Background: an optimization exercise with open tools, aiming at a short achievable clock period and few clock cycles. Do not read the settings as production practice. The RTL was checked by simulation tests, not by an equivalence proof against the original design. Power is estimated from default activity; no workload was simulated.

[config.mk]
export PLATFORM = sky130hd
export DESIGN_NAME = cpu
export DESIGN_NICKNAME = cpu
export VERILOG_FILES = /design/flow/design.v
export SDC_FILE = /design/flow/constraint.sdc
export NUM_CORES = 4
export LEC_CHECK = 0
export ABC_CLOCK_PERIOD_IN_PS = 2500
export CAP_MARGIN = 30
export CORE_MARGIN = 2
export CORE_UTILIZATION = 40
export PLACE_DENSITY = 0.6
export SETUP_SLACK_MARGIN = 3.5
export SLEW_MARGIN = 30
export TNS_END_PERCENT = 100
[constraint.sdc]
create_clock -name core_clock -period 6.0 [get_ports {clk}]
set_input_delay 1.2000 -clock core_clock [delete_from_list [all_inputs] [get_ports {clk}]]
set_output_delay 1.2000 -clock core_clock [all_outputs]
set_load 0.01 [all_outputs]
[design.v]
module cpu(clk,reset,in,out,N,V,Z,mem_cmd,mem_addr,halt);
  input clk, reset;
  input [15:0] in;
  output [15:0] out;
  output N, V, Z;
  output [1:0] mem_cmd;
  output [8:0] mem_addr;
  output halt;
  function [15:0] carry16;
    input [15:0] g, p;
    input cin;
    reg [15:0] G, P;
    integer i, d;
    begin
      G = g; P = p;
      G[0] = g[0] | (p[0] & cin);
      for (d = 1; d < 16; d = d * 2)
        for (i = 15; i >= d; i = i - 1) begin
          G[i] = G[i] | (P[i] & G[i-d]);
          P[i] = P[i] & P[i-d];
        end
      carry16 = G;
    end
  endfunction
  reg [15:0] R0, R1, R2, R3, R4, R5, R6, R7;
  reg fN, fV, fZ;
  reg halted;
  reg rst2;
  reg hreg;              
  reg [8:0]  pa;
  reg        pf, pl, ps, pr;    
  reg [15:0] md;
  reg [2:0]  plrd;              
  reg        lv;                
  reg [2:0]  lrd;
  reg [15:0] inr;               
  reg        lv2;               
  reg [2:0]  lrd2;
  reg        fr2, fk2;          
  reg [8:0]  fa2;
  reg       gv;          
  reg [8:0] ga;          
  reg [31:0] goh;        
  reg       fv;          
  reg       fc;          
  reg       fr;          
  reg [15:0] cw;
  reg [8:0] fa, fa1;     
  reg [31:0] fa1_oh;
  reg [8:0] fnp;         
  reg [8:0] fno;         
  reg       fhit;        
  reg [31:0] bv, bret, bcall;
  reg [3:0]  btag [0:31];
  reg [8:0]  btgt [0:31];
  reg [8:0]  boff [0:31];      
  reg [8:0]  ras;
  reg [31:0] ras_oh;
  reg [31:0] cv;
  reg [3:0]  ctag [0:31];
  reg [15:0] cdat [0:31];
  reg chit_r;
  reg [15:0] cword;
  reg dflag;             
  reg [31:0] gohd;       
  wire chit = chit_r & ~dflag;
  integer k;
  always @(*) begin
    chit_r = 1'b0; cword = 16'd0;
    for (k = 0; k < 32; k = k + 1) begin
      chit_r = chit_r | goh[k] & cv[k] & ctag[k] == ga[8:5];
      cword = cword | {16{goh[k]}} & cdat[k];
    end
  end
  wire gok = gv & (pf | chit);
  reg [4:0]  qv;
  reg [15:0] qi0;    
  reg [8:0]  qc0;    
  reg [8:0]  qp0;    
  reg [8:0]  qt0;    
  reg [8:0]  qf0;    
  reg [8:0]  qr0;    
  reg        qd0;    
  reg        qca0;   
  reg        qcz0;   
  reg        qcr0;   
  reg        qcf0;   
  reg        qco0;   
  reg        qh0;    
  reg        xv;
  reg        xadd, xand, xmvn, xcmp, xldr, xstr, xbc, xbl, xbx, xblx, xhalt, xsame;
  reg        xwe;
  reg [2:0]  xws, xrd, xcond;
  reg [4:0]  xim;
  reg [8:0]  xoff;
  reg        xzero;
  reg [15:0] xA, xB, xD;
  reg [15:0] xP, xG, xK;      
  reg [8:0]  xc, xp, xt, xn;
  reg        xqa, xqb;
  wire [15:0] csum = carry16(xG, xP, 1'b0);
  wire [15:0] cdif = carry16(xK, ~xP, 1'b1);
  wire [15:0] sum = xP ^ {csum[14:0], 1'b0};
  wire [15:0] dif = ~xP ^ {cdif[14:0], 1'b1};
  wire [15:0] xres = xadd ? sum : xand ? xG : xmvn ? ~xB : xB;
  wire cN = dif[15];
  wire cZ = ~|xP;
  wire cV = xP[15] & (dif[15] ^ xA[15]);
  wire xw = xv & xwe;
  reg ctake;
  always @(*)
    case (xcond)
      3'd0: ctake = 1'b1;
      3'd1: ctake = fZ;
      3'd2: ctake = ~fZ;
      3'd3: ctake = fN ^ fV;
      3'd4: ctake = (fN ^ fV) | fZ;
      default: ctake = 1'b0;
    endcase
  wire take_imm = xbc & ctake | xbl;
  wire take_reg = xbx | xblx;
  reg  [8:0] xrt;             
  reg  [31:0] xt_oh, xp_oh, xrt_oh;    
  wire [8:0] xnext = take_imm ? xt : take_reg ? xrt : xp;    
  wire [31:0] xnext_oh = take_imm ? xt_oh : take_reg ? xrt_oh : xp_oh;
  wire xred = xv & (take_imm ? ~xqb : take_reg ? xrt != xn : ~xqa);
  wire hnow = xv & xhalt & ~ps & ~halted;
  wire xstuck = xv & xhalt;
  wire xtrain = xv & (take_imm & ~xzero | take_reg & ~xsame);
  reg tw, ti;                 
  reg [8:0] ta, tt, to;
  reg tr, tc;
  wire [15:0] d = qi0;
  wire [2:0] dop3 = d[15:13];
  wire [1:0] dop2 = d[12:11];
  wire [2:0] rn = d[10:8], rd = d[7:5], rm = d[2:0];
  wire [1:0] sh = d[4:3];
  wire i_movi = dop3 == 3'b110 &  dop2[1];
  wire i_movr = dop3 == 3'b110 & ~dop2[1];
  wire i_alu  = dop3 == 3'b101;
  wire i_add  = i_alu & dop2 == 2'b00;
  wire i_cmp  = i_alu & dop2 == 2'b01;
  wire i_and  = i_alu & dop2 == 2'b10;
  wire i_mvn  = i_alu & dop2 == 2'b11;
  wire i_ldr  = dop3 == 3'b011;
  wire i_str  = dop3 == 3'b100;
  wire i_b    = dop3 == 3'b001;
  wire i_bx   = dop3 == 3'b010 & dop2 == 2'b00;
  wire i_blx  = dop3 == 3'b010 & dop2 == 2'b10;
  wire i_bl   = dop3 == 3'b010 & dop2 == 2'b11;
  wire rd_rn = i_alu & ~i_mvn | i_ldr | i_str;
  wire rd_rm = i_movr | i_alu;
  wire rd_rd = i_str | i_bx | i_blx;
  wire wr_rn = i_movi | i_bl | i_blx;
  wire wr_rd = i_movr | i_alu & ~i_cmp;
  wire [8:0] qn0 = qd0 ? (i_bx ? qr0 : qt0) : qf0;
  wire qa0 = qd0 ? (i_bx ? qcr0 : qcz0) : qca0;
  wire qb0 = qd0 ? (i_bx ? qco0 : 1'b1) : qcf0;
  reg hz_x, hz_l;           
  reg hz_s;                 
  reg fxn, fxm, fxd;        
  reg fln, flm, fld;        
  wire hz_m = (i_ldr | i_str) & (fxn | fln);
  wire dgo = qv[0] & ~hz_x & ~hz_l & ~hz_s & ~hz_m & ~xstuck;
  function [15:0] rsel;
    input [2:0] s;
    input [15:0] a0, a1, a2, a3, a4, a5, a6, a7;
    case (s)
      3'd0: rsel = a0; 3'd1: rsel = a1; 3'd2: rsel = a2; 3'd3: rsel = a3;
      3'd4: rsel = a4; 3'd5: rsel = a5; 3'd6: rsel = a6; default: rsel = a7;
    endcase
  endfunction
  wire [15:0] rfn = rsel(rn, R0, R1, R2, R3, R4, R5, R6, R7);
  wire [15:0] rfm = rsel(rm, R0, R1, R2, R3, R4, R5, R6, R7);
  wire [15:0] rfd = rsel(rd, R0, R1, R2, R3, R4, R5, R6, R7);
  wire [15:0] vn = fxn ? xres : fln ? inr : rfn;
  wire [15:0] vm = flm ? inr : rfm;
  wire [15:0] vd = fxd ? xres : fld ? inr : rfd;
  reg [15:0] vs;
  always @(*)
    case (sh)
      2'b00: vs = vm;
      2'b01: vs = {vm[14:0], 1'b0};
      2'b10: vs = {1'b0, vm[15:1]};
      default: vs = {vm[15], vm[15:1]};
    endcase
  wire [15:0] dB = fxm ? xres : i_movi ? {{8{d[7]}}, d[7:0]} : (i_bl | i_blx) ? {7'b0, qp0} : vs;
  wire [8:0] d_rt = (i_blx & rd == rn) ? qp0 : vd[8:0];
  wire dop = dgo & ~xred & (i_ldr | i_str);           
  wire [4:0] alo = {1'b0, rfn[3:0]} + {1'b0, d[3:0]};
  wire [4:0] ahi = rfn[8:4], ahip = rfn[8:4] + 5'd1, ahim = rfn[8:4] - 5'd1;
  wire [8:0] aaddr = {d[4] == alo[4] ? ahi : alo[4] ? ahip : ahim, alo[3:0]};
  wire [15:0] w = fc ? cw : in;
  function [3:0] bdec;      
    input [15:0] v;
    reg b, bal, bl, bx;
    begin
      b = v[15:11] == 5'b00100; bal = b & v[10:8] == 3'b000;
      bl = v[15:11] == 5'b01011; bx = v[15:11] == 5'b01000;
      bdec = {bal | bl | b & v[7] | bx, bl, bx, ~bx};
    end
  endfunction
  wire [3:0] bd_i = bdec(in), bd_c = bdec(cw);
  wire [3:0] bd = fc ? bd_c : bd_i;
  wire a_bl = bd[2];
  wire a_bx = bd[1];
  wire [8:0] aimm = {w[7], w[7:0]};
  wire [8:0] atg_i = fa1 + {in[7], in[7:0]};
  wire [8:0] atg_c = fa1 + {cw[7], cw[7:0]};
  wire [8:0] atg = fc ? atg_c : atg_i;
  wire [31:0] atg_oh = fc ? (32'd1 << atg_c[4:0]) : (32'd1 << atg_i[4:0]);
  wire [8:0] roff = ras - fa1;
  wire dq = fv & ~fhit & bd[3];
  wire dred = dq & ~xred;
  wire [8:0] dtg = a_bx ? ras : atg;
  wire [31:0] dtg_oh = a_bx ? ras_oh : atg_oh;
  reg rpend;             
  reg fpend;             
  wire rpend_n = dred & a_bl;
  reg [8:0] rpv;
  reg [31:0] rpoh;
  wire [6:0] ea_c = {dred, fnp == fa1, aimm == 9'd0, ras == fa1, fno == aimm, roff == aimm, w[15:13] == 3'b111};
  reg hit_r, hret, hcall;
  reg [8:0] htgt, hoff;
  always @(*) begin
    hit_r = 1'b0; hret = 1'b0; hcall = 1'b0; htgt = 9'd0; hoff = 9'd0;
    for (k = 0; k < 32; k = k + 1) begin
      hit_r = hit_r | goh[k] & bv[k] & btag[k] == ga[8:5];
      hret = hret | goh[k] & bret[k];
      hcall = hcall | goh[k] & bcall[k];
      htgt = htgt | {9{goh[k]}} & btgt[k];
      hoff = hoff | {9{goh[k]}} & boff[k];
    end
  end
  reg [8:0] gad;
  reg dsel;              
  reg [8:0] gadm;        
  wire dseln = dred & ~dop;
  wire [8:0] gae = dflag ? gad : ga;
  wire [8:0] pa1 = gae + 9'd1;
  wire hit = hit_r & ~dflag;
  wire [8:0] pn = hit ? (hret ? ras : htgt) : pa1;
  wire pop = dgo;
  wire [67:0] e0 = {qi0, qc0, qp0, qt0, qf0, qr0, qd0, qca0, qcz0, qcr0, qcf0, qco0, qh0};
  reg [67:0] qe [1:4];
  wire [67:0] ea = {w, fa, fa1, atg, fnp, ras, ea_c};
  wire [4:0] sv = pop ? {1'b0, qv[4:1]} : qv;
  reg [67:0] nq [0:4];
  reg [4:0] nv;
  reg placed;
  integer m;
  always @(*) begin
    nq[0] = pop ? qe[1] : e0;
    for (m = 1; m < 4; m = m + 1) nq[m] = pop ? qe[m+1] : qe[m];
    nq[4] = qe[4];
    nv = sv; placed = 1'b0;
    for (m = 0; m < 5; m = m + 1)
      if (fv & ~placed & ~sv[m]) begin nq[m] = ea; nv[m] = 1'b1; placed = 1'b1; end
    if (xred) nv = 5'd0;
  end
  wire [67:0] n0 = nq[0];
  wire [15:0] ni = n0[67:52];
  wire [2:0] nrn = ni[10:8], nrd = ni[7:5], nrm = ni[2:0];
  wire n_alu = ni[15:13] == 3'b101;
  wire n_mvn = n_alu & ni[12:11] == 2'b11;
  wire n_cmp = n_alu & ni[12:11] == 2'b01;
  wire n_ldr = ni[15:13] == 3'b011;
  wire n_str = ni[15:13] == 3'b100;
  wire n_br  = ni[15:13] == 3'b010;
  wire n_mov = ni[15:13] == 3'b110;
  wire n_rdn = n_alu & ~n_mvn | n_ldr | n_str;
  wire n_rdm = n_mov & ~ni[12] | n_alu;
  wire n_rdd = n_str | n_br & ~ni[11];
  wire n_wrn = n_mov & ni[12] | n_br & ni[12];
  wire n_wrd = n_mov & ~ni[12] | n_alu & ~n_cmp;
  wire dnext = pop & ~xred;                  
  wire [2:0] dws = wr_rn ? rn : rd;
  wire dwr = dnext & (wr_rn | wr_rd);
  wire [31:0] gohe = dflag ? gohd : goh;
  wire [31:0] goh1 = {gohe[30:0], gohe[31]};
  wire [31:0] pn_oh = hit ? (hret ? ras_oh : (32'd1 << htgt[4:0])) : goh1;
  wire [8:0] nfb = xred ? xnext : gok ? pn : gae;
  wire [31:0] nob = xred ? xnext_oh : gok ? pn_oh : gohe;
  wire nfv = gok & ~xred & ~dred;                 
  wire room = ~nv[4] & (~nv[3] | ~gok | xred);
  wire ngv = ~hnow & ~xstuck & ~halted & room;
  wire nfetch = ~dop & ngv;
  always @(posedge clk) begin
    {qi0, qc0, qp0, qt0, qf0, qr0, qd0, qca0, qcz0, qcr0, qcf0, qco0, qh0} <= n0;
    for (m = 1; m < 5; m = m + 1) qe[m] <= nq[m];
    ga <= nfb;
    gad <= dtg;
    goh <= nob;
    gohd <= dtg_oh;
    pa <= (dop ? aaddr : nfb) & {9{~dseln}};
    gadm <= dtg & {9{dseln}};
    cw <= cword;
    fa <= gae; fa1 <= pa1; fnp <= pn; fno <= hit ? hoff : 9'd0; fhit <= hit;
    if (dop & i_str) md <= vd;
    if (dop & i_ldr) plrd <= rd;
    lrd <= plrd;
    if (xv & xcmp) begin fN <= cN; fV <= cV; fZ <= cZ; end
    hz_x <= dnext & i_ldr & (n_rdn & nrn == rd | n_rdm & nrm == rd | n_rdd & nrd == rd |
                             n_wrn & nrn == rd | n_wrd & nrd == rd);
    hz_l <= pl & (n_rdn & nrn == plrd | n_rdm & nrm == plrd | n_rdd & nrd == plrd);
    fxn <= dwr & nrn == dws; fxm <= dwr & n_rdm & nrm == dws;
    hz_s <= dwr & n_rdm & nrm == dws & ni[4:3] != 2'b00; fxd <= dwr & nrd == dws;
    fln <= lv & nrn == lrd; flm <= lv & nrm == lrd; fld <= lv & nrd == lrd;
    if (~xstuck) begin
      xadd <= i_add; xand <= i_and; xmvn <= i_mvn; xcmp <= i_cmp;
      xldr <= i_ldr; xstr <= i_str; xbc <= i_b; xbl <= i_bl; xbx <= i_bx; xblx <= i_blx;
      xhalt <= qh0; xsame <= i_blx & rd == rn;
      xrt <= d_rt; xrt_oh <= 32'd1 << d_rt[4:0];
      xt_oh <= 32'd1 << qt0[4:0]; xp_oh <= 32'd1 << qp0[4:0];
      xwe <= wr_rn | wr_rd;
      xws <= wr_rn ? rn : rd;
      xrd <= rd; xcond <= rn; xim <= d[4:0];
      xoff <= {d[7], d[7:0]}; xzero <= d[7:0] == 8'd0;
      xA <= vn; xB <= dB; xD <= vd;
      xP <= vn ^ dB; xG <= vn & dB; xK <= vn & ~dB;
      xc <= qc0; xp <= qp0; xt <= qt0; xn <= qn0; xqa <= qa0; xqb <= qb0;
    end
    if (xred & (xbl | xblx)) begin ras <= xp; ras_oh <= xp_oh; end
    else if (rpend) begin ras <= rpv; ras_oh <= rpoh; end
    else if (fpend & ~xred) begin ras <= rpv; ras_oh <= rpoh; end
    fpend <= gok & hit & hcall & ~xred & ~dred;
    rpv <= rpend_n ? fa1 : pa1; rpoh <= rpend_n ? fa1_oh : goh1;
    fa1_oh <= goh1;
    inr <= in; lrd2 <= lrd; fa2 <= fa;
    fk2 <= ~(ps & pa[4:0] == fa[4:0]);
    if (fr2) begin ctag[fa2[4:0]] <= fa2[8:5]; cdat[fa2[4:0]] <= inr; end
    ta <= xc; tt <= xnext; to <= xoff; tr <= xbx; tc <= xbl | xblx;
    if (tw) begin
      btag[ta[4:0]] <= ta[8:5];
      btgt[ta[4:0]] <= tt;
      boff[ta[4:0]] <= to;
      bret[ta[4:0]] <= tr;
      bcall[ta[4:0]] <= tc;
    end
    if (reset) begin
      qv <= 5'd0; xv <= 1'b0; fv <= 1'b0; lv <= 1'b0; lv2 <= 1'b0; halted <= 1'b0; hreg <= 1'b0;
      tw <= 1'b0; ti <= 1'b0; fr <= 1'b0; fr2 <= 1'b0; fc <= 1'b0; gv <= 1'b1; ga <= 9'd0; goh <= 32'd1;
      pa <= 9'd0; gadm <= 9'd0; pf <= 1'b1; pr <= 1'b1; pl <= 1'b0; ps <= 1'b0;
      dflag <= 1'b0; dsel <= 1'b0; rpend <= 1'b0; fpend <= 1'b0;
    end else begin
      qv <= nv;
      dflag <= dred;
      dsel <= dseln;
      rpend <= dred & a_bl;
      if (~xstuck) xv <= dgo & ~xred;
      fv <= nfv;
      fc <= ~pf;
      fr <= pf;
      gv <= ngv;
      fr2 <= fr;
      if (fr2 & fk2) cv[fa2[4:0]] <= 1'b1;
      if (ps) cv[pa[4:0]] <= 1'b0;
      pf <= nfetch;
      pl <= dop & i_ldr;
      ps <= dop & i_str;
      pr <= nfetch | dop & i_ldr;
      lv <= pl;
      lv2 <= lv;
      if (hnow) halted <= 1'b1;
      hreg <= halted | hnow |
              (xstuck ? 1'b1 : dgo & ~xred & qh0);
      tw <= xtrain; ti <= xred;
      if (tw) bv[ta[4:0]] <= 1'b1;
      else if (ti) bv[ta[4:0]] <= 1'b0;
    end
    rst2 <= reset;
    if (rst2) begin
      bv <= 32'd0; cv <= 32'd0; ras <= 9'd0; ras_oh <= 32'd1;
    end
  end
  always @(posedge clk) begin
    if (xw & xws == 3'd0) R0 <= xres; else if (lv2 & lrd2 == 3'd0) R0 <= inr;
    if (xw & xws == 3'd1) R1 <= xres; else if (lv2 & lrd2 == 3'd1) R1 <= inr;
    if (xw & xws == 3'd2) R2 <= xres; else if (lv2 & lrd2 == 3'd2) R2 <= inr;
    if (xw & xws == 3'd3) R3 <= xres; else if (lv2 & lrd2 == 3'd3) R3 <= inr;
    if (xw & xws == 3'd4) R4 <= xres; else if (lv2 & lrd2 == 3'd4) R4 <= inr;
    if (xw & xws == 3'd5) R5 <= xres; else if (lv2 & lrd2 == 3'd5) R5 <= inr;
    if (xw & xws == 3'd6) R6 <= xres; else if (lv2 & lrd2 == 3'd6) R6 <= inr;
    if (xw & xws == 3'd7) R7 <= xres; else if (lv2 & lrd2 == 3'd7) R7 <= inr;
  end
  assign mem_addr = pa | gadm;
  assign mem_cmd = {ps, pr};
  assign out = md;
  assign halt = hreg;
  assign N = fN; assign V = fV; assign Z = fZ;
endmodule
[run.sh]
#!/bin/bash
# synth_recipe.tcl (not shown) runs the flow's synth.tcl, then flattens the netlist and writes it again
# the make line also repeats each setting of config.mk as NAME=value (left out here)
make -C /OpenROAD-flow-scripts/flow DESIGN_CONFIG=/design/flow/config.mk WORK_HOME=/design/flow/orfs CLKGATE_MAP_FILE= SYNTH_SCRIPT=/design/flow/synth_recipe.tcl finish
==> results.ini, run 1 <==
[worst_setup_path]
path_cells=xnor2_1, nand4_1, o31ai_4, mux2i_4, and2_4, or3_4, a21o_1, a211oi_1
arrival_ps=4620
required_ps=6800
rr_startpoint=xrt[6]$_DFFE_PN_
startpoint_type=flop
setup.worst_path.start=xrt[6]$_DFFE_PN_
path_max_fanout=9
cp_slowest_stage_delay_ps=730
crit_type=flop to flop
endpoint_kind=flop
slowest_stage=o31ai_4

[layout]
layout-drive-gt1-share_pct=30.8
fillCellCount=20900
syn_to_final_growth_pct=29.7
final_util_pct=52.1
mostFrequentLayoutCells=edfxtp_1 (2,083), nand2_1 (648), buf_4 (451), a22oi_1 (404), nor2_1 (346)
layout_commonest_cell=edfxtp_1
nets=8829
final_area_sq_um=135000

[hold_path]
hold_class=flop to flop
min-delay-start=xc[8]$_DFFE_PN_

[routing]
vias=79800
route.detailed.drc=0
drtAntennaViolNets=0
dr.pass1.iters=11
via_per_inst=6.46
totalWireLength_mm=425
wl_per_cell_um=34.4
first_iter_violations=14100

[floorplan]
ios=49
initial_core_util_pct=40.2
die-width_um=515
num_rows=187
die_h_um=515
core_sq_um=260000
die_area_sq_um=265000

[sta]
tightest_slew_ps=1110
rsz0062_at_grt=yes
setup_slack_ps=2190
fin_skew_ps=68.7
finalHoldViolCount=0
timing.fmax_mhz=262
holdWs_ps=341
setup_tns_ps=0
period_share_pct=63.5
final-setup-viol-count=0
max_slew_margin_pct=25.7
slew_violations=0
min_period_ps=3810

[outcome]
status=timing/DRC/antenna clean

[grt]
grt_max_degree=143
antenna_found_initial=30
overflow=0
grt_pass1_wl_mm=554
track_usage_pct=29.3
grt_pass1_vias=72600

[synthesis]
synth.top_cell.area_share_pct=59.9
synth_nets=8051
syn-instance-count=7952
avgSynthCellArea_sq_um=13.1
synth.largest_area_cell=edfxtp_1
yosysSeqAreaShare_pct=68.3
synth_enable_flop_cells=2083
yosys_warnings=3
netlist_area_sq_um=104000
ys_ff_latch=2523
synth.distinct_cells=91
async_reset_ff_share_pct=0
synthTopCellsByArea=edfxtp_1 (60%), dfxtp_1 (8.4%), nand2_1 (3.1%), a22oi_1 (2.9%), o21ai_0 (2.1%)
synthFlopType=edfxtp_1

[run]
cap_viol_max_count=0

[place]
gp_congestion=0.926
port_buffers=48
place_hpwl_mm=227
dpl_cell_area_sq_um=110000
pre_cts_ws_ps=1530

[clocking]
h-tree-depth=5
cts_buffers=282
clkLatencyLatePin_ps=940
cts_root_buf=clkbuf_16
clk_path_buf_depth=4
tritoncts=yes
clkTransAtPathRegs_ps=60
clock_sink_count=2523

[power_and_ir_drop]
vdd_drop_max_mv=0.331
power.density_nw_per_um2=482
p_leak_nw=48.1

-- power by group --
part	leakage [nW]	switching, mW	internal (mW)
sequential	23.1	2.58	22.1
clock	4.51	7.17	10.4
combinational	20.5	14.1	8.98
total	48.1	23.9	41.4
-- worst paths after layout --
kind                      end  slack [ps]  cells after the start
max          pa[0]$_SDFF_PP0_        2190                      8
min             ta[8]$_DFF_P_         340                      0
max reg2reg  pa[0]$_SDFF_PP0_        2190                      8
min reg2reg     ta[8]$_DFF_P_         340                      0
-- area by class of cell --
type,count,area (sq um),share of cell area [%]
inverters,130,533,0.394
repair inverters,3,31.3,0.0231
multi-input cells,4806,37300,27.5
clock buffers,367,7790,5.75
flip-flops and latches,2523,71600,52.9
well taps,3402,4260,3.14
repair buffers,984,12400,9.18
clock inverters,122,1420,1.05
diodes,15,37.5,0.0277
-- kinds of logic after synthesis --
kind of cell	count (synthesis)	synth area share (%)
muxes	356	3.92
AOI/OAI and AO/OA	1879	12.0
and+or+nand+nor	2064	8.94
adders and majority gates	81	1.01
buffers and inverters	674	2.66
DFF	2523	68.3
xor gates and xnor gates	375	3.14
-- repair_timing --
item	CTS	global route
buffers inserted	366	205
endpoints found under the setup margin	1597	1086
gates resized for setup	1227	837
pin swaps	279	359
hold buffers	0	0
gates cloned	82	74
-- registers in the layout (all words and copies together) (netlist names), 128 cells and up, named ones only --
register  flops
cdat        512
btgt        288
qe          272
boff        256
btag        128
ctag        128
-- metrics by stage --
| stage | std cells | power, mW |
|---|---|---|
| floorplan | 7952 | 32.6 |
| global placement | 11100 | 38.7 |
| detailed placement | 11100 | 38.9 |
| CTS | 12100 | 61.1 |
| global route | 12300 | 66.6 |
| finish | 12400 | 65.3 |
-- synthesized netlist by cell type (126+ instances only) --
| cell type | count |
|---|---|
| clkbuf_1 | 393 |
| edfxtp_1 | 2083 |
| mux2_2 | 149 |
| nor2_1 | 486 |
| o21ai_0 | 429 |
| nand4_1 | 154 |
| a21oi_1 | 340 |
| nand2_1 | 851 |
| xor2_1 | 210 |
| nand3_1 | 184 |
| inv_1 | 126 |
| dfxtp_1 | 440 |
| xnor2_1 | 165 |
| a22oi_1 | 410 |
| mux2i_1 | 178 |
| a211oi_1 | 140 |
| a22o_1 | 149 |
-- layer usage --
layer / global-route usage [%] / vias to the layer above / part of all wire (%)
met3: 7.40 / 1487 / 14
met2: 43.8 / 6603 / 43
met4: 13.9 / 20 / 6.6
met1: 39.8 / 39900 / 36
li1: - / 31800 / -
met5: 0 / - / 0.058
-- critical path: cells and delay by family (launching register included) --
kind | cells | cell delay (ps)
mux | 1 | 200
xor+xnor | 1 | 290
compound gates | 3 | 1470
simple gates | 3 | 1130
flops | 1 | 600
Testbench counts, summed over its fixed seeds: cycles 26,654.
==> inputs of run 2 (changes only) <==
--- a/design.v
+++ b/design.v
@@ -78,14 +78,9 @@
   reg [8:0]  qc0;    
   reg [8:0]  qp0;    
   reg [8:0]  qt0;    
-  reg [8:0]  qf0;    
-  reg [8:0]  qr0;    
-  reg        qd0;    
-  reg        qca0;   
-  reg        qcz0;   
-  reg        qcr0;   
-  reg        qcf0;   
-  reg        qco0;   
+  reg [8:0]  qn0;    
+  reg        qa0;    
+  reg        qb0;    
   reg        qh0;    
   reg        xv;
   reg        xadd, xand, xmvn, xcmp, xldr, xstr, xbc, xbl, xbx, xblx, xhalt, xsame;
@@ -153,9 +148,6 @@
   wire rd_rd = i_str | i_bx | i_blx;
   wire wr_rn = i_movi | i_bl | i_blx;
   wire wr_rd = i_movr | i_alu & ~i_cmp;
-  wire [8:0] qn0 = qd0 ? (i_bx ? qr0 : qt0) : qf0;
-  wire qa0 = qd0 ? (i_bx ? qcr0 : qcz0) : qca0;
-  wire qb0 = qd0 ? (i_bx ? qco0 : 1'b1) : qcf0;
   reg hz_x, hz_l;           
   reg hz_s;                 
   reg fxn, fxm, fxd;        
@@ -187,9 +179,15 @@
   wire [15:0] dB = fxm ? xres : i_movi ? {{8{d[7]}}, d[7:0]} : (i_bl | i_blx) ? {7'b0, qp0} : vs;
   wire [8:0] d_rt = (i_blx & rd == rn) ? qp0 : vd[8:0];
   wire dop = dgo & ~xred & (i_ldr | i_str);           
-  wire [4:0] alo = {1'b0, rfn[3:0]} + {1'b0, d[3:0]};
-  wire [4:0] ahi = rfn[8:4], ahip = rfn[8:4] + 5'd1, ahim = rfn[8:4] - 5'd1;
-  wire [8:0] aaddr = {d[4] == alo[4] ? ahi : alo[4] ? ahip : ahim, alo[3:0]};
+  wire [8:0] sx5 = {{4{d[4]}}, d[4:0]};
+  wire [8:0] ad0 = R0[8:0] + sx5, ad1 = R1[8:0] + sx5, ad2 = R2[8:0] + sx5, ad3 = R3[8:0] + sx5;
+  wire [8:0] ad4 = R4[8:0] + sx5, ad5 = R5[8:0] + sx5, ad6 = R6[8:0] + sx5, ad7 = R7[8:0] + sx5;
+  reg [8:0] aaddr;
+  always @(*)
+    case (rn)
+      3'd0: aaddr = ad0; 3'd1: aaddr = ad1; 3'd2: aaddr = ad2; 3'd3: aaddr = ad3;
+      3'd4: aaddr = ad4; 3'd5: aaddr = ad5; 3'd6: aaddr = ad6; default: aaddr = ad7;
+    endcase
   wire [15:0] w = fc ? cw : in;
   function [3:0] bdec;      
     input [15:0] v;
@@ -219,7 +217,10 @@
   wire rpend_n = dred & a_bl;
   reg [8:0] rpv;
   reg [31:0] rpoh;
-  wire [6:0] ea_c = {dred, fnp == fa1, aimm == 9'd0, ras == fa1, fno == aimm, roff == aimm, w[15:13] == 3'b111};
+  wire ea_a = ~fv ? 1'b0 : dred ? (a_bx ? ras == fa1 : aimm == 9'd0) : fnp == fa1;
+  wire ea_b = ~fv ? 1'b0 : dred ? (a_bx ? roff == aimm : 1'b1) : fno == aimm;
+  wire [8:0] ea_n = dred ? dtg : fnp;
+  wire ea_h = w[15:13] == 3'b111;
   reg hit_r, hret, hcall;
   reg [8:0] htgt, hoff;
   always @(*) begin
@@ -232,20 +233,15 @@
       hoff = hoff | {9{goh[k]}} & boff[k];
     end
   end
-  reg [8:0] gad;
-  reg dsel;              
-  reg [8:0] gadm;        
-  wire dseln = dred & ~dop;
-  wire [8:0] gae = dflag ? gad : ga;
-  wire [8:0] pa1 = gae + 9'd1;
+  wire [8:0] pa1 = ga + 9'd1;
   wire hit = hit_r & ~dflag;
   wire [8:0] pn = hit ? (hret ? ras : htgt) : pa1;
   wire pop = dgo;
-  wire [67:0] e0 = {qi0, qc0, qp0, qt0, qf0, qr0, qd0, qca0, qcz0, qcr0, qcf0, qco0, qh0};
-  reg [67:0] qe [1:4];
-  wire [67:0] ea = {w, fa, fa1, atg, fnp, ras, ea_c};
+  wire [79:0] e0 = {qi0, qc0, qp0, qt0, qn0, qa0, qb0, qh0};
+  reg [79:0] qe [1:4];
+  wire [79:0] ea = {w, fa, fa1, atg, ea_n, ea_a, ea_b, ea_h};
   wire [4:0] sv = pop ? {1'b0, qv[4:1]} : qv;
-  reg [67:0] nq [0:4];
+  reg [79:0] nq [0:4];
   reg [4:0] nv;
   reg placed;
   integer m;
@@ -258,8 +254,8 @@
       if (fv & ~placed & ~sv[m]) begin nq[m] = ea; nv[m] = 1'b1; placed = 1'b1; end
     if (xred) nv = 5'd0;
   end
-  wire [67:0] n0 = nq[0];
-  wire [15:0] ni = n0[67:52];
+  wire [79:0] n0 = nq[0];
+  wire [15:0] ni = n0[54:39];
   wire [2:0] nrn = ni[10:8], nrd = ni[7:5], nrm = ni[2:0];
   wire n_alu = ni[15:13] == 3'b101;
   wire n_mvn = n_alu & ni[12:11] == 2'b11;
@@ -279,23 +275,22 @@
   wire [31:0] gohe = dflag ? gohd : goh;
   wire [31:0] goh1 = {gohe[30:0], gohe[31]};
   wire [31:0] pn_oh = hit ? (hret ? ras_oh : (32'd1 << htgt[4:0])) : goh1;
-  wire [8:0] nfb = xred ? xnext : gok ? pn : gae;
+  wire [8:0] nfb = xred ? xnext : gok ? pn : ga;
   wire [31:0] nob = xred ? xnext_oh : gok ? pn_oh : gohe;
+  wire [8:0] nfa = dred ? dtg : nfb;
   wire nfv = gok & ~xred & ~dred;                 
-  wire room = ~nv[4] & (~nv[3] | ~gok | xred);
+  wire room = ~nv[4] & (~nv[3] | ~gok | xred | dred);
   wire ngv = ~hnow & ~xstuck & ~halted & room;
   wire nfetch = ~dop & ngv;
   always @(posedge clk) begin
-    {qi0, qc0, qp0, qt0, qf0, qr0, qd0, qca0, qcz0, qcr0, qcf0, qco0, qh0} <= n0;
+    {qi0, qc0, qp0, qt0, qn0, qa0, qb0, qh0} <= n0;
     for (m = 1; m < 5; m = m + 1) qe[m] <= nq[m];
-    ga <= nfb;
-    gad <= dtg;
+    ga <= nfa;
     goh <= nob;
     gohd <= dtg_oh;
-    pa <= (dop ? aaddr : nfb) & {9{~dseln}};
-    gadm <= dtg & {9{dseln}};
+    pa <= dop ? aaddr : nfa;
     cw <= cword;
-    fa <= gae; fa1 <= pa1; fnp <= pn; fno <= hit ? hoff : 9'd0; fhit <= hit;
+    fa <= ga; fa1 <= pa1; fnp <= pn; fno <= hit ? hoff : 9'd0; fhit <= hit;
     if (dop & i_str) md <= vd;
     if (dop & i_ldr) plrd <= rd;
     lrd <= plrd;
@@ -338,21 +333,19 @@
       bcall[ta[4:0]] <= tc;
     end
     if (reset) begin
-      qv <= 5'd0; xv <= 1'b0; fv <= 1'b0; lv <= 1'b0; lv2 <= 1'b0; halted <= 1'b0; hreg <= 1'b0;
-      tw <= 1'b0; ti <= 1'b0; fr <= 1'b0; fr2 <= 1'b0; fc <= 1'b0; gv <= 1'b1; ga <= 9'd0; goh <= 32'd1;
-      pa <= 9'd0; gadm <= 9'd0; pf <= 1'b1; pr <= 1'b1; pl <= 1'b0; ps <= 1'b0;
-      dflag <= 1'b0; dsel <= 1'b0; rpend <= 1'b0; fpend <= 1'b0;
+      qv <= 5'd0; xv <= 1'b0; fv <= 1'b0; lv <= 1'b0; lv2 <= 1'b0; fr2 <= 1'b0; halted <= 1'b0; hreg <= 1'b0;
+      tw <= 1'b0; ti <= 1'b0; fr <= 1'b0; fc <= 1'b0; gv <= 1'b1; ga <= 9'd0; goh <= 32'd1;
+      pa <= 9'd0; pf <= 1'b1; pr <= 1'b1; pl <= 1'b0; ps <= 1'b0;
+      dflag <= 1'b0; rpend <= 1'b0; fpend <= 1'b0;
     end else begin
       qv <= nv;
       dflag <= dred;
-      dsel <= dseln;
       rpend <= dred & a_bl;
       if (~xstuck) xv <= dgo & ~xred;
       fv <= nfv;
       fc <= ~pf;
       fr <= pf;
       gv <= ngv;
-      fr2 <= fr;
       if (fr2 & fk2) cv[fa2[4:0]] <= 1'b1;
       if (ps) cv[pa[4:0]] <= 1'b0;
       pf <= nfetch;
@@ -361,6 +354,7 @@
       pr <= nfetch | dop & i_ldr;
       lv <= pl;
       lv2 <= lv;
+      fr2 <= fr;
       if (hnow) halted <= 1'b1;
       hreg <= halted | hnow |
               (xstuck ? 1'b1 : dgo & ~xred & qh0);
@@ -383,7 +377,7 @@
     if (xw & xws == 3'd6) R6 <= xres; else if (lv2 & lrd2 == 3'd6) R6 <= inr;
     if (xw & xws == 3'd7) R7 <= xres; else if (lv2 & lrd2 == 3'd7) R7 <= inr;
   end
-  assign mem_addr = pa | gadm;
+  assign mem_addr = pa;
   assign mem_cmd = {ps, pr};
   assign out = md;
   assign halt = hreg;
==> results.ini, run 2 <==
[place]
port_buffers=48
place_hpwl_mm=229
pre_cts_ws_ps=1260
gp_congestion=0.927
dpl_cell_area_sq_um=107000
dp.cells=10900

[synthesis]
synth_nets=7893
synth.largest_area_cell=edfxtp_1
netlist_top_cells_count=edfxtp_1 (2,018), nand2_1 (684), nor2_1 (504), o21ai_0 (464), dfxtp_1 (422)
yosysMostFrequentCell=edfxtp_1
async_reset_ff_share_pct=0
synth.top_cell.area_share_pct=59.5
syn-instance-count=7795
synth_enable_flop_cells=2018
synthFlopType=edfxtp_1
avgSynthCellArea_sq_um=13.1
yosys_warnings=3
ys_ff_latch=2440
synth.distinct_cells=93
synthTopCellsByArea=edfxtp_1 (60%), dfxtp_1 (8.3%), a22oi_1 (3.0%), nand2_1 (2.5%), o21ai_0 (2.3%)
yosysSeqAreaShare_pct=67.8
netlist_area_sq_um=102000

[floorplan]
initial_core_util_pct=40.2
die-width_um=508
core_sq_um=253000
die_area_sq_um=258000
ios=49
num_rows=185
die_h_um=508

[clocking]
clock_sink_count=2440
clkLatencyLatePin_ps=910
holdBufCountCts=0
clk_path_buf_depth=3
clkTransAtPathRegs_ps=60
cts_buffers=241
h-tree-depth=4
cts_root_buf=clkbuf_16
tritoncts=yes

[hold_path]
hold_class=flop to flop
hold_end=ta[5]$_DFF_P_
hold_depth=0
min-delay-start=xc[5]$_DFFE_PN_

[worst_setup_path]
slowest_stage=o41a_4
startpoint_type=flop
crit_type=flop to flop
r2r_setup_slack_ps=2700
path_max_fanout=7
required_ps=6730
critPathMostFrequentCell=buf_6
path_cells=buf_8, buf_16, buf_6, xnor2_1, o2111ai_1, nor3_1, nor4_1, nand4_1, buf_6, o41a_4, buf_6, mux2i_2, o211ai_1, a32oi_1
arrival_ps=4030
endpoint_kind=flop
cp_slowest_stage_delay_ps=470
reg2regPathDepth=14
r2r_end=pa[3]$_SDFF_PP0_
rr_startpoint=ga[8]$_SDFF_PP0_

[routing]
first_iter_violations=11800
dr.pass1.iters=8
route.detailed.drc=0
vias=76600
totalWireLength_mm=401
via_per_inst=6.35
wl_per_cell_um=33.3
drtAntennaViolNets=0

[layout]
nets=8554
layout_commonest_cell=edfxtp_1
final_util_pct=51.0
largest_reg_flops=512
instances_no_fill=12100
mostFrequentLayoutCells=edfxtp_1 (2,018), nand2_1 (606), buf_4 (474), a22oi_1 (401), nor2_1 (335)
layout-drive-gt1-share_pct=28.0
final_area_sq_um=129000
fillCellCount=20900
syn_to_final_growth_pct=26.9

[sta]
min_period_ps=3300
timing.fmax_mhz=303
setup_tns_ps=0
final-setup-viol-count=0
holdWs_ps=345
finalHoldViolCount=0
fin_skew_ps=44.8
tightest_slew_ps=1130
rsz0062_at_grt=yes
setup_slack_ps=2700
slew_violations=0
max_slew_margin_pct=23.6
period_share_pct=55.0

[power_and_ir_drop]
power.density_nw_per_um2=492
p_leak_nw=45.4
power_mw=63.5
vdd_drop_max_mv=0.364

[grt]
grt_pass1_vias=71400
track_usage_pct=29.5
grt_max_degree=85
grt_pass1_wl_mm=545
antenna_found_initial=22
overflow=0

[outcome]
status=timing/DRC/antenna clean

[run]
cap_viol_max_count=0

-- run 2: cell count changes in the layout (fill, tap and decap cells not counted), sizes merged, moves of 42 or more --
cell and delta:
buf -66, edfxtp -65, mux2 -49, a211oi -42, a21oi +52, inv +44, clkbuf -67, nand2 -186
-- run 2: final cells by class --
type,instances,area [sq um],area share [%]
Antenna cell,15,37.5,0.0291
Clock buffer,320,6770,5.24
Clock inverter,142,1710,1.32
Inverter,175,716,0.554
Multi-Input combinational cell,4702,36000,27.8
Sequential cell,2440,69300,53.7
Tap cell,3366,4210,3.26
Timing Repair Buffer,895,10500,8.09
Timing Repair inverter,1,7.51,0.00581
-- run 2: critical path: cells and delay by family, from the launching register on --
family	cells	cell delay (ps)
compound gates	4	1010
simple gates	3	590
mux	1	150
flops	1	380
buf+inv	5	820
xor+xnor	1	130
-- run 2: power by group --
part	leakage (nW)	internal [mW]	switching (mW)
sequential	22.4	21.4	2.50
combinational	18.9	9.20	14.3
clock	4.14	9.32	6.83
total	45.4	39.9	23.6
-- run 2: worst max path at each step --
stage | from | endpoint | slack (ps) | depth (start not counted)
2_1_floorplan | xhalt$_DFFE_PN_ | qe[3][0]$_DFFE_PP_ | 2470 | 12
3_3_place_gp | in[7] | qe[2][1]$_DFFE_PP_ | 1310 | 11
3_5_place_dp | in[7] | qe[3][1]$_DFFE_PP_ | 1260 | 11
4_1_cts | ga[7]$_SDFF_PP0_ | pa[4]$_SDFF_PP0_ | 2810 | 11
5_1_grt | qi0[8]$_DFF_P_ | pa[7]$_SDFF_PP0_ | 2660 | 15
6_report | ga[8]$_SDFF_PP0_ | pa[3]$_SDFF_PP0_ | 2700 | 14
-- run 2: cells by family after synthesis --
kind of cell               Yosys count  synth area share (%)
DFF                               2440                  67.8
AOI/OAI and AO/OA                 1971                  12.9
and+or+nand+nor                   1916                  8.64
buffers and inverters              696                  2.83
xor gates and xnor gates           355                  3.06
muxes                              337                  3.75
adders and majority gates           80                  1.01
-- run 2: repair_timing --
action | 4_1_cts | 5_1_grt
pin swaps | 298 | 261
resized for setup | 1243 | 662
endpoints found under the setup margin | 1541 | 1134
buffers inserted | 373 | 153
cloned | 72 | 32
-- run 2: routing by layer --
layer	vias up	wire [um]	track usage (%)
met4	12	26500	15.1
li1	31200	-	-
met1	38400	148000	38.9
met2	5621	177000	45.1
met3	1313	49200	7.45
met5	-	83	0
Testbench counts of run 2, summed over its fixed seeds: cycles 26,654.

-- afterwards: timing with drivers on the ports --
The results above use ideal ports. As a check the final layouts listed here were re-extracted and re-timed, cells and wires unchanged.
Step 1: set_driving_cell puts a clkbuf_16 on clk and a buf_2 on each other input, an assumption about the parent block.
Step 2, shift: input delay + t, output delay - t, t = (earliest + latest rising clock arrival at the registers) / 2. This alone moves slack from input paths to output paths.
a / b / c = ideal / step 1 / step 2; a / b = the first two.
run | shift t [ns] | setup WS [ns] | clock arrival spread, ns | cell pins on the clock port's net
run 1 | 1.002 | 2.189 / 2.189 / 2.135 | 0.085 / 0.085 | 1
run 2 | 0.981 | 2.699 / 2.699 / 2.132 | 0.051 / 0.050 | 1
After both steps setup and hold are still met in every run listed. For run 2, which loses most, drivers alone change the setup slack by 0.000 ns; drivers and shift together by -0.567 ns.
